This design comes from an exercise in tuning for small area and a short achievable clock period on the open sky130 flow, not from production work. In this exercise RTL edits were held to simulation tests only and were not proved equivalent to the original.

### flow/constraint.sdc
create_clock -name core_clock -period 80.0 [get_ports {i_clk}]
set_input_delay 16.0000 -clock core_clock [delete_from_list [all_inputs] [get_ports {i_clk}]]
set_output_delay 16.0000 -clock core_clock [all_outputs]
set_load 0.01 [all_outputs]
### flow/design.v
module cpu(i_clk, i_rst, i_en,
    i_opcode, i_data, i_ready,
    o_data, o_err,
    d_index
);
parameter  DATA       = 32;  
parameter  OPCODE     = 16;  
parameter  STACK      = 16;  
localparam STACK_BITS = $clog2(STACK);
input wire i_clk;
input wire i_rst;
input wire i_en;
input wire [OPCODE-1:0] i_opcode;
input wire [DATA-1:0] i_data;
input wire i_ready;  
output reg [DATA-1:0] o_data;
output reg [2:0] o_err;
output reg [STACK_BITS:0] d_index;  
localparam OPCODE_IDLE = 0;
localparam OPCODE_PUSH = 1;
localparam OPCODE_POP = 2;
localparam OPCODE_ADD = 3;
localparam OPCODE_SUBTRACT= 4;
localparam OPCODE_MULTIPLY = 5;
localparam OPCODE_DIVIDE = 6;
localparam OPCODE_DUP = 7;
localparam OPCODE_ROT = 8;
localparam OPCODE_SWAP = 9;
localparam ERROR_OK = 0;
localparam ERROR_INVALID_OPCODE = 1;
localparam ERROR_STACK_TOO_SMALL = 2;
localparam ERROR_STACK_TOO_BIG = 3;
localparam ERROR_DIVIDE_BY_ZERO = 4;
reg [STACK*DATA-1:0] d_stack;
reg [STACK*DATA-1:0] next_stack;
reg [STACK_BITS:0] next_index;
reg [DATA-1:0] next_data;
reg [2:0] next_err;
wire [STACK_BITS-1:0] i0 = d_index[STACK_BITS-1:0];
wire [STACK_BITS-1:0] i1 = d_index[STACK_BITS-1:0] - 1'd1;
wire [STACK_BITS-1:0] i2 = d_index[STACK_BITS-1:0] - 2'd2;
wire [STACK_BITS-1:0] i3 = d_index[STACK_BITS-1:0] - 2'd3;
reg [DATA-1:0] top, second, third;
integer k;
always @(*)
begin
    top = 0;
    second = 0;
    third = 0;
    for (k = 0; k < STACK; k = k + 1)
    begin
        if (i1 == k) top    = d_stack[k*DATA +: DATA];
        if (i2 == k) second = d_stack[k*DATA +: DATA];
        if (i3 == k) third  = d_stack[k*DATA +: DATA];
    end
end
reg we0, we1, we2, we3;
reg [DATA-1:0] wv0, wv1, wv2, wv3;
always @(*)
begin
    we0 = 0; we1 = 0; we2 = 0; we3 = 0;
    wv0 = i_data; wv1 = second; wv2 = top; wv3 = top;
    next_index = d_index;
    next_data = 0;
    next_err = ERROR_OK;
    case (i_opcode)
        OPCODE_IDLE: next_err = ERROR_OK;
        OPCODE_PUSH:
        begin
            if (d_index == STACK) next_err = ERROR_STACK_TOO_BIG;
            else
            begin
                we0 = 1; wv0 = i_data;
                next_index = d_index + 1'd1;
            end
        end
        OPCODE_POP:
        begin
            if (d_index == 0) next_err = ERROR_STACK_TOO_SMALL;
            else
            begin
                next_data = top;
                next_index = d_index - 1'd1;
            end
        end
        OPCODE_ADD:
        begin
            if (d_index < 2) next_err = ERROR_STACK_TOO_SMALL;
            else
            begin
                we2 = 1; wv2 = second + top;
                next_index = d_index - 1'd1;
            end
        end
        OPCODE_SUBTRACT:
        begin
            if (d_index < 2) next_err = ERROR_STACK_TOO_SMALL;
            else
            begin
                we2 = 1; wv2 = second - top;
                next_index = d_index - 1'd1;
            end
        end
        OPCODE_MULTIPLY:
        begin
            if (d_index < 2) next_err = ERROR_STACK_TOO_SMALL;
            else
            begin
                we2 = 1; wv2 = second * top;
                next_index = d_index - 1'd1;
            end
        end
        OPCODE_DIVIDE:
        begin
            if (d_index < 2) next_err = ERROR_STACK_TOO_SMALL;
            else if (top == 0) next_err = ERROR_DIVIDE_BY_ZERO;
            else
            begin
                we2 = 1; wv2 = second / top;
                next_index = d_index - 1'd1;
            end
        end
        OPCODE_DUP:
        begin
            if (d_index == 0) next_err = ERROR_STACK_TOO_SMALL;
            else if (d_index == STACK) next_err = ERROR_STACK_TOO_BIG;
            else
            begin
                we0 = 1; wv0 = top;
                next_index = d_index + 1'd1;
            end
        end
        OPCODE_ROT:
        begin
            if (d_index < 3) next_err = ERROR_STACK_TOO_SMALL;
            else
            begin
                we1 = 1; wv1 = second;
                we2 = 1; wv2 = third;
                we3 = 1; wv3 = top;
            end
        end
        OPCODE_SWAP:
        begin
            if (d_index < 2) next_err = ERROR_STACK_TOO_SMALL;
            else
            begin
                we2 = 1; wv2 = top;
                we1 = 1; wv1 = second;
            end
        end
        default: next_err = ERROR_INVALID_OPCODE;
    endcase
end
always @(*)
begin
    next_stack = d_stack;
    for (k = 0; k < STACK; k = k + 1)
    begin
        if (we0 && i0 == k) next_stack[k*DATA +: DATA] = wv0;
        if (we1 && i1 == k) next_stack[k*DATA +: DATA] = wv1;
        if (we2 && i2 == k) next_stack[k*DATA +: DATA] = wv2;
        if (we3 && i3 == k) next_stack[k*DATA +: DATA] = wv3;
    end
end
always @(posedge i_clk or posedge i_rst)
begin
    if (1 == i_rst)
    begin
        o_data <= 0;
        o_err <= 0;
        d_index <= 0;
        d_stack <= 0;
    end
    else if (1 == i_en)
    begin
        if (1 == i_ready)
        begin
            o_data <= next_data;
            o_err <= next_err;
            d_index <= next_index;
            d_stack <= next_stack;
        end
    end
end
endmodule
### flow/run.sh
#!/bin/bash
# synth_recipe.tcl (not shown) runs the flow's synth.tcl, then flattens the netlist and writes it again
# the make line also repeats each setting of config.mk as NAME=value (left out here)
make -C /OpenROAD-flow-scripts/flow DESIGN_CONFIG=/design/flow/config.mk WORK_HOME=/design/flow/orfs CLKGATE_MAP_FILE= SYNTH_SCRIPT=/design/flow/synth_recipe.tcl finish
### flow/config.mk
export PLATFORM = sky130hd
export DESIGN_NAME = cpu
export DESIGN_NICKNAME = cpu
export VERILOG_FILES = /design/flow/design.v
export SDC_FILE = /design/flow/constraint.sdc
export NUM_CORES = 4
export LEC_CHECK = 0
export CAP_MARGIN = 20
export CORE_MARGIN = 2
export CORE_UTILIZATION = 28
export PLACE_DENSITY = 0.45
export SLEW_MARGIN = 20
==> notes.md <==
Critical Setup Path Class=flip-flop to flip-flop; worst r2r dst=d_stack[96]; placed cell area=about 0.12 mm^2; Final min period=around 77 ns; total track usage=0.417; Slew HR=0.171; status=timing/DRC/antenna clean; CTS buffer count=between 80 and 90; 1st-pass router iterations=10; Synth async-reset ratio=1.00; gpl congestion=between 1 and 1.5; startpoint class of the critical path=flip-flop; CP max stage delay=0.67 ns; hold slack=0.473 ns; Setup Viol. Count Final=0; vias in the first global route=around 110k; worst skew pair latency=a little over 0.8 ns; post-synthesis sequential area ratio=0.147; number of max-cap violations=0; core area=about 0.33 mm^2; pin count of the biggest net entering global routing=112; reg2reg path depth=385; WL/cell=38.2 um; H-tree depth=3; period utilisation layout=0.957; dpl hpwl=~550000 um; Worst Clk Skew=between 0.06 and 0.07 ns; Post-DRT Antenna Nets=0; Fin. Hold Viols=0; Worst Hold Class=flip-flop to flip-flop; Via Count=around 120k; number of antenna violations at the first check in global routing=between 90 and 100; worst slew pin tran=between 1 and 1.5 ns; Final Max Tran Viols=0; synth warn=1; EDFF count, synth=0; Post-Syn Area=between 0.09 and 0.1 mm^2; Clock transition at path regs=about 0.07 ns; setup TNS=0 ns; post-route insts no fill=between 15000 and 20000; post-synth cell types=between 100 and 150; clock tree root buffer cell=clkbuf_16; Iter 0 DRT Violations=approximately 19000; Cells after DPL=19000; DIE HEIGHT=between 500 and 600 um; Die Width=583 um; CP endpoint=d_stack[96]; Critical Path RT=a little over 80 ns; first-pass GRT wire length=between 900000 and 1000000 um; reg-to-reg slack, setup=~3.4 ns; FF-to-FF Start=d_index[1]; post-layout util=0.361; io pins=92; layout cell share with drive strength beyond 1=0.217; row count=about 210; critical path endpoint category=flip-flop; arrival time at the worst endpoint=a little under 80 ns; Finished Cell Area=around 0.12 mm^2; #FFs+latches synth=around 550; GRT overflow=0; clk sink count=552; Crit-path slowest cell=or4b_2; vias per cell=about 6.3; Post-route DRC=0; f_max=roughly 13 MHz; Die Area=around 0.34 mm^2; post-synthesis average cell area=7.06 um^2; cell mode on critical path=buf_4; Worst Setup SP=d_index[1]; main flop type after synthesis=dfrtp_1; CTS tree=built; starting density of the core=0.281; Mapped Cells=13300; Syn Nets=roughly 14000; # nets final=approximately 16000; Worst Hold Depth=2; Bufs on Longest Clock Path=3; Routed WL=between 700000 and 800000 um; synth-to-layout area growth=28.2%; port buffer count=a little over 90; crit-path max FO=40
-- synth_stat cells, types with 79 or more instances --
cell / number / share of area
a211oi_1: 337 / 0.027
a21o_1: 161 / 0.013
a21oi_1: 1142 / 0.061
a221oi_1: 96 / 0.0090
a22oi_1: 187 / 0.015
a31oi_1: 112 / 0.0075
buf_1: 84 / 0.0034
clkbuf_1: 917 / 0.037
dfrtp_1: 552 / 0.15
fa_1: 411 / 0.088
ha_1: 722 / 0.096
inv_1: 688 / 0.028
mux2_2: 79 / 0.0095
mux2i_1: 81 / 0.0086
nand2_1: 1966 / 0.079
nand2b_1: 103 / 0.0069
nand3_1: 244 / 0.013
nand4_1: 82 / 0.0055
nor2_1: 1131 / 0.045
nor2b_1: 101 / 0.0067
nor3_1: 362 / 0.019
o211ai_1: 471 / 0.038
o21a_1: 144 / 0.012
o21ai_0: 1314 / 0.070
o22ai_1: 92 / 0.0061
xnor2_1: 278 / 0.026
xor2_1: 161 / 0.015
-- cells by family (layout without fill, tap and decap cells) --
kind of cell,after synthesis,in the layout,synth area share
adders and majority gates,1133,1133,0.184
buffers and inverters,1790,3341,0.0735
xor gates and xnor gates,446,446,0.0427
other,0,57,0
muxes,164,164,0.0191
AOI/OAI and AO/OA,4804,4804,0.327
and+or+nand+nor,4415,4415,0.207
DFF,552,552,0.147
-- area by class of cell --
type	instances	area, um^2
Timing Repair Buffer	2482	19500
Antenna cell	57	143
Clock inverter	31	414
Clock buffer	115	2380
Fill cell	35700	213000
Inverter	713	2690
Multi-Input combinational cell	11000	75900
Tap cell	4387	5490
Sequential cell	552	13800
-- how the worst min path moves through the flow --
stage	start	slack, ns	endpoint
floorplan	d_stack[396]	0.45	d_stack[396]
global placement	o_data[16]	0.46	o_data[16]
detailed placement	d_stack[396]	0.47	d_stack[396]
CTS	o_data[8]	0.48	o_data[8]
global route	o_data[16]	0.50	o_data[16]
finish	o_data[8]	0.47	o_data[8]
-- critical path: cells and delay by family, from the launching register on --
| family | cells | cell delay (ns) |
|---|---|---|
| compound gates | 186 | 34.92 |
| simple gates | 107 | 20.19 |
| fa+ha+maj | 31 | 9.14 |
| buf+inv | 52 | 8.66 |
| mux | 9 | 2.80 |
| flops | 1 | 0.50 |
-- metal layers --
layer  share of wire  vias to the layer above  track usage
met4           0.069                       16        0.238
met1            0.42                    60100        0.560
met3            0.12                     2160        0.127
met5         0.00014                        -            0
li1                -                    51000            -
met2            0.39                     8755        0.586
-- flip-flops by register name, indices dropped and copies added (netlist names) --
register,flops
o_data,32
o_err,3
d_stack,512
d_index,5
-- metrics by stage --
step	setup slack (ns)
after global placement	-0.462
after CTS	0.00203
after global routing	-0.462
final	3.45
after floorplan	0.00920
after detailed placement	-1.70
-- layout by cell type (no fill, tap or decap), types with 54 or more instances in the layout --
cell	n
a211oi_1	323
a21o_1	157
a21oi_1	1085
a221o_1	64
a221oi_1	85
a22oi_1	184
a31oi_1	100
and2_1	64
and3_1	62
buf_4	2325
clkbuf_16	86
clkdlybuf4s50_1	91
dfrtp_1	548
diode_2	57
fa_1	411
ha_1	719
inv_1	678
mux2_2	78
mux2i_1	71
nand2_1	1947
nand2b_1	99
nand3_1	238
nand4_1	82
nor2_1	1050
nor2_2	66
nor2b_1	93
nor3_1	315
o211ai_1	471
o21a_1	141
o21ai_0	1252
o21ai_1	76
o22ai_1	87
or2_2	54
or3_1	69
xnor2_1	277
xor2_1	160
-- timing repair --
item / CTS / global route
cloned: 0 / 3
endpoints found under the setup margin: 16 / 48
pin swaps: 9 / 99
endpoints found under the hold margin: 0 / 0
hold buffers: 0 / 0
buffers inserted: 19 / 62
gates resized for setup: 41 / 306

==> static timing again, ports no longer ideal <==
How much do the figures lean on ideal ports? The routed layout below was timed once more, with nothing changed but the port constraints. Step 1: set_driving_cell puts a clkbuf_16 on i_clk and a buf_2 on each other input, an assumption about the parent block. Step 2 also shifts input and output timing later by t, the mid clock arrival at the registers, as if the neighbouring blocks saw the same clock. Three values: no drivers, after step 1, after step 2; two values: the first two.
shift t [ns]: 0.886
setup slack, ns: 3.447 / 3.447 / 3.447
latest minus earliest clock arrival (ns): 0.067 / 0.068
worst slew at a driven data input, ns: 0.14
After both steps setup and hold are still met in this run. The setup slack of this run moves by 0.000 ns with the drivers and by 0.000 ns with both steps.
